From an optimization exercise on the open Yosys and OpenROAD flow, aimed at a short achievable clock period and few clock cycles; shortcuts taken in it are not production practice. Power is estimated from default activity; no workload was simulated.

== run a ==
Design processor, start of the top module:
module processor (
  input  wire        clk,
  input  wire        reset,
  output wire [10:0] imem_addr,
  input  wire [17:0] imem_data,
  output wire [9:0]  dmem_addr,
  output wire        dmem_we,
  output wire [17:0] dmem_wdata,
  input  wire [17:0] dmem_rdata,
  output wire        halted
);
Size in the first run: roughly 4200 cells after synthesis, about 79 I/O pins.
==> flow/config.mk <==
export PLATFORM = sky130hd
export DESIGN_NAME = processor
export DESIGN_NICKNAME = processor
export VERILOG_FILES = /design/flow/design.v
export SDC_FILE = /design/flow/constraint.sdc
export NUM_CORES = 4
export LEC_CHECK = 0
export CAP_MARGIN = 20
export CORE_MARGIN = 2
export CORE_UTILIZATION = 40
export PLACE_DENSITY = 0.6
export SETUP_SLACK_MARGIN = 3.0
export SLEW_MARGIN = 20
export SYNTH_HIERARCHICAL = 1
==> flow/constraint.sdc <==
create_clock -name core_clock -period 5.0 [get_ports {clk}]
set_input_delay 1.0000 -clock core_clock [delete_from_list [all_inputs] [get_ports {clk}]]
set_output_delay 1.0000 -clock core_clock [all_outputs]
set_load 0.01 [all_outputs]
standard.sh (not shown) runs the stock make flow with config.mk's settings and CLKGATE_MAP_FILE= SYNTH_SCRIPT=/design/flow/synth_recipe.tcl, a recipe that flattens the netlist after the stock synthesis.
==> flow/flow/run.sh <==
#!/bin/bash
set -euo pipefail
export BUFFER_PORTS_ARGS="-buffer_cell sky130_fd_sc_hd__buf_4"
bash standard.sh > standard.log 2>&1
Setup changes, run a to run b
--- a/flow/design.v
+++ b/flow/design.v
@@ -34,21 +34,20 @@
   reg  [10:0] pc_e;
   reg         e_alu;          
   reg         e_add;          
   reg         e_ld;           
   reg         e_cmp;          
   reg         e_and, e_nand, e_nor;    
   reg  [3:0]  e_rd;
   reg  [17:0] x2, x3;         
   reg  [17:0] c1, c2;         
   reg  [15:0] e_wr;           
-  reg  [15:0] e_es;           
   reg  [15:0] e_wl;           
   reg  [15:0] w_wr;           
   reg  [15:0] w_wl;           
   reg  [15:0] w_wa;           
   reg  [15:0] r_keep;         
   reg         w_ld;           
   reg  [17:0] r_q;            
   reg         lt_q, gt_q;
   reg  [9:0]  daddr_q;
   reg         dwe_q;
@@ -146,67 +145,61 @@
       v_d     <= 1'b0;
       p_d     <= 1'b0;
       bt_v[0] <= 1'b0;
       bt_v[1] <= 1'b0;
       bt_rep  <= 1'b0;
       bt_wr   <= 1'b0;
       e_rep   <= 1'b0;
       e_alu   <= 1'b0;
       e_ld    <= 1'b0;
       e_cmp   <= 1'b0;
-      e_wr    <= 16'd0;
-      e_es    <= 16'd0;
-      e_wl    <= 16'd0;
-      w_wr    <= 16'd0;
-      w_wl    <= 16'd0;
-      w_wa    <= 16'd0;
-      r_keep  <= 16'hffff;
       w_ld    <= 1'b0;
       lt_q    <= 1'b0;
       gt_q    <= 1'b1;
     end else begin
       v_d   <= sel_s;
       p_d   <= sel_s & bt_hit;
       bt_wr <= sel_t;
       pc_d  <= pc_f;
       if (bt_wr) begin
         bt_v[bt_rep] <= 1'b1;
         bt_rep       <= ~bt_rep;
       end
       e_rep <= vd & stall & ~e_rep;
       e_alu <= go & is_alu;
       e_ld  <= go & is_ld;
       e_cmp <= go & is_cmp;
-      e_wr  <= d_alu;
-      e_es  <= (go & is_alu & is_add) ? (16'd1 << f1) : 16'd0;
-      e_wl  <= d_ld;
-      w_wr  <= e_wr | e_wl;
-      w_wl  <= e_wl;
-      w_wa  <= e_wr;
-      r_keep <= ~(e_wr | e_wl);
       w_ld  <= e_ld;
       if (e_cmp) begin
         lt_q <= c_lt;
         gt_q <= c_gt;
       end
     end
   end
   always @(posedge clk) begin
     if (reset) begin
       halt_q <= 1'b0;
       dwe_q  <= 1'b0;
     end else begin
       if (go & is_halt) halt_q <= 1'b1;
       dwe_q  <= go & is_st;
     end
   end
   always @(posedge clk) begin
+    e_wr   <= d_alu;
+    e_wl   <= d_ld;
+    w_wr   <= e_wr | e_wl;
+    w_wl   <= e_wl;
+    w_wa   <= e_wr;
+    r_keep <= ~(e_wr | e_wl);
+  end
+  always @(posedge clk) begin
     pc_f     <= pc_nx;            
     pc_e     <= pc_d;
     e_add    <= is_add;
     e_and    <= (op == OP_AND) | (op == OP_ANDI);
     e_nand   <= (op == OP_NAND);
     e_nor    <= ~((op == OP_AND) | (op == OP_ANDI) | (op == OP_NAND));
     e_rd     <= f1;
     c1       <= q1;
     c2       <= q2;
     x2       <= p2;
--- outcome ---
Compared with run a, in run b final cycle utilization of the critical path climbed 2.9 points, number of diodes climbed 14.
Run b: die boundary width is about 0.6% lower than what run a reported.
Summary of run b over run a: proportion of synthesized area in mux cells was more or less identical; combinational share of power went up by 2.3 points; synthesis-to-layout area growth went up by 8.1 points; post-detailed-route wirelength per cell went up by 2.1%.
Per the comparison of run b with run a, overall track demand over capacity in global routing went up by 0.82 points; routed wire length went up by 14 mm.
Class of the most critical hold timing path: in2async -> run a, reg2reg -> run b
Compared with run a, in run b time the worst path needs with I/O delays and setup now sits higher, vias per cell now sits higher, critical path required time now sits at about the same level, area share of xor/xnor cells in the synthesized design now sits at about the same level.
No run of this note included a check of the RTL's function; only the layout flow was run.

==> afterwards: timing with drivers on the ports <==
In the flow no input, the clock included, has a driving cell. The finished layouts below were timed again as built, in two steps.
Step 1: set_driving_cell puts a clkbuf_16 on clk and a buf_2 on each other input, an assumption about the parent block.
Step 2 moves the port delays by t, midway between the first and last clock arrival at a register: inputs arrive t later, outputs are due t later. That takes back most of the time a late clock gives input paths.
Three values: ideal, step 1, step 2; two values: the first two.
run	shift t [ns]	setup slack, ns	worst slew at a driven data input, ns
run a	0.732	2.276 / 2.245 / 1.513	0.17
run b	0.735	2.132 / 2.036 / 1.301	0.40
After both steps every run listed still meets setup and hold. The setup slack of run b, which loses most, moves by -0.096 ns with the drivers and by -0.831 ns with both steps.
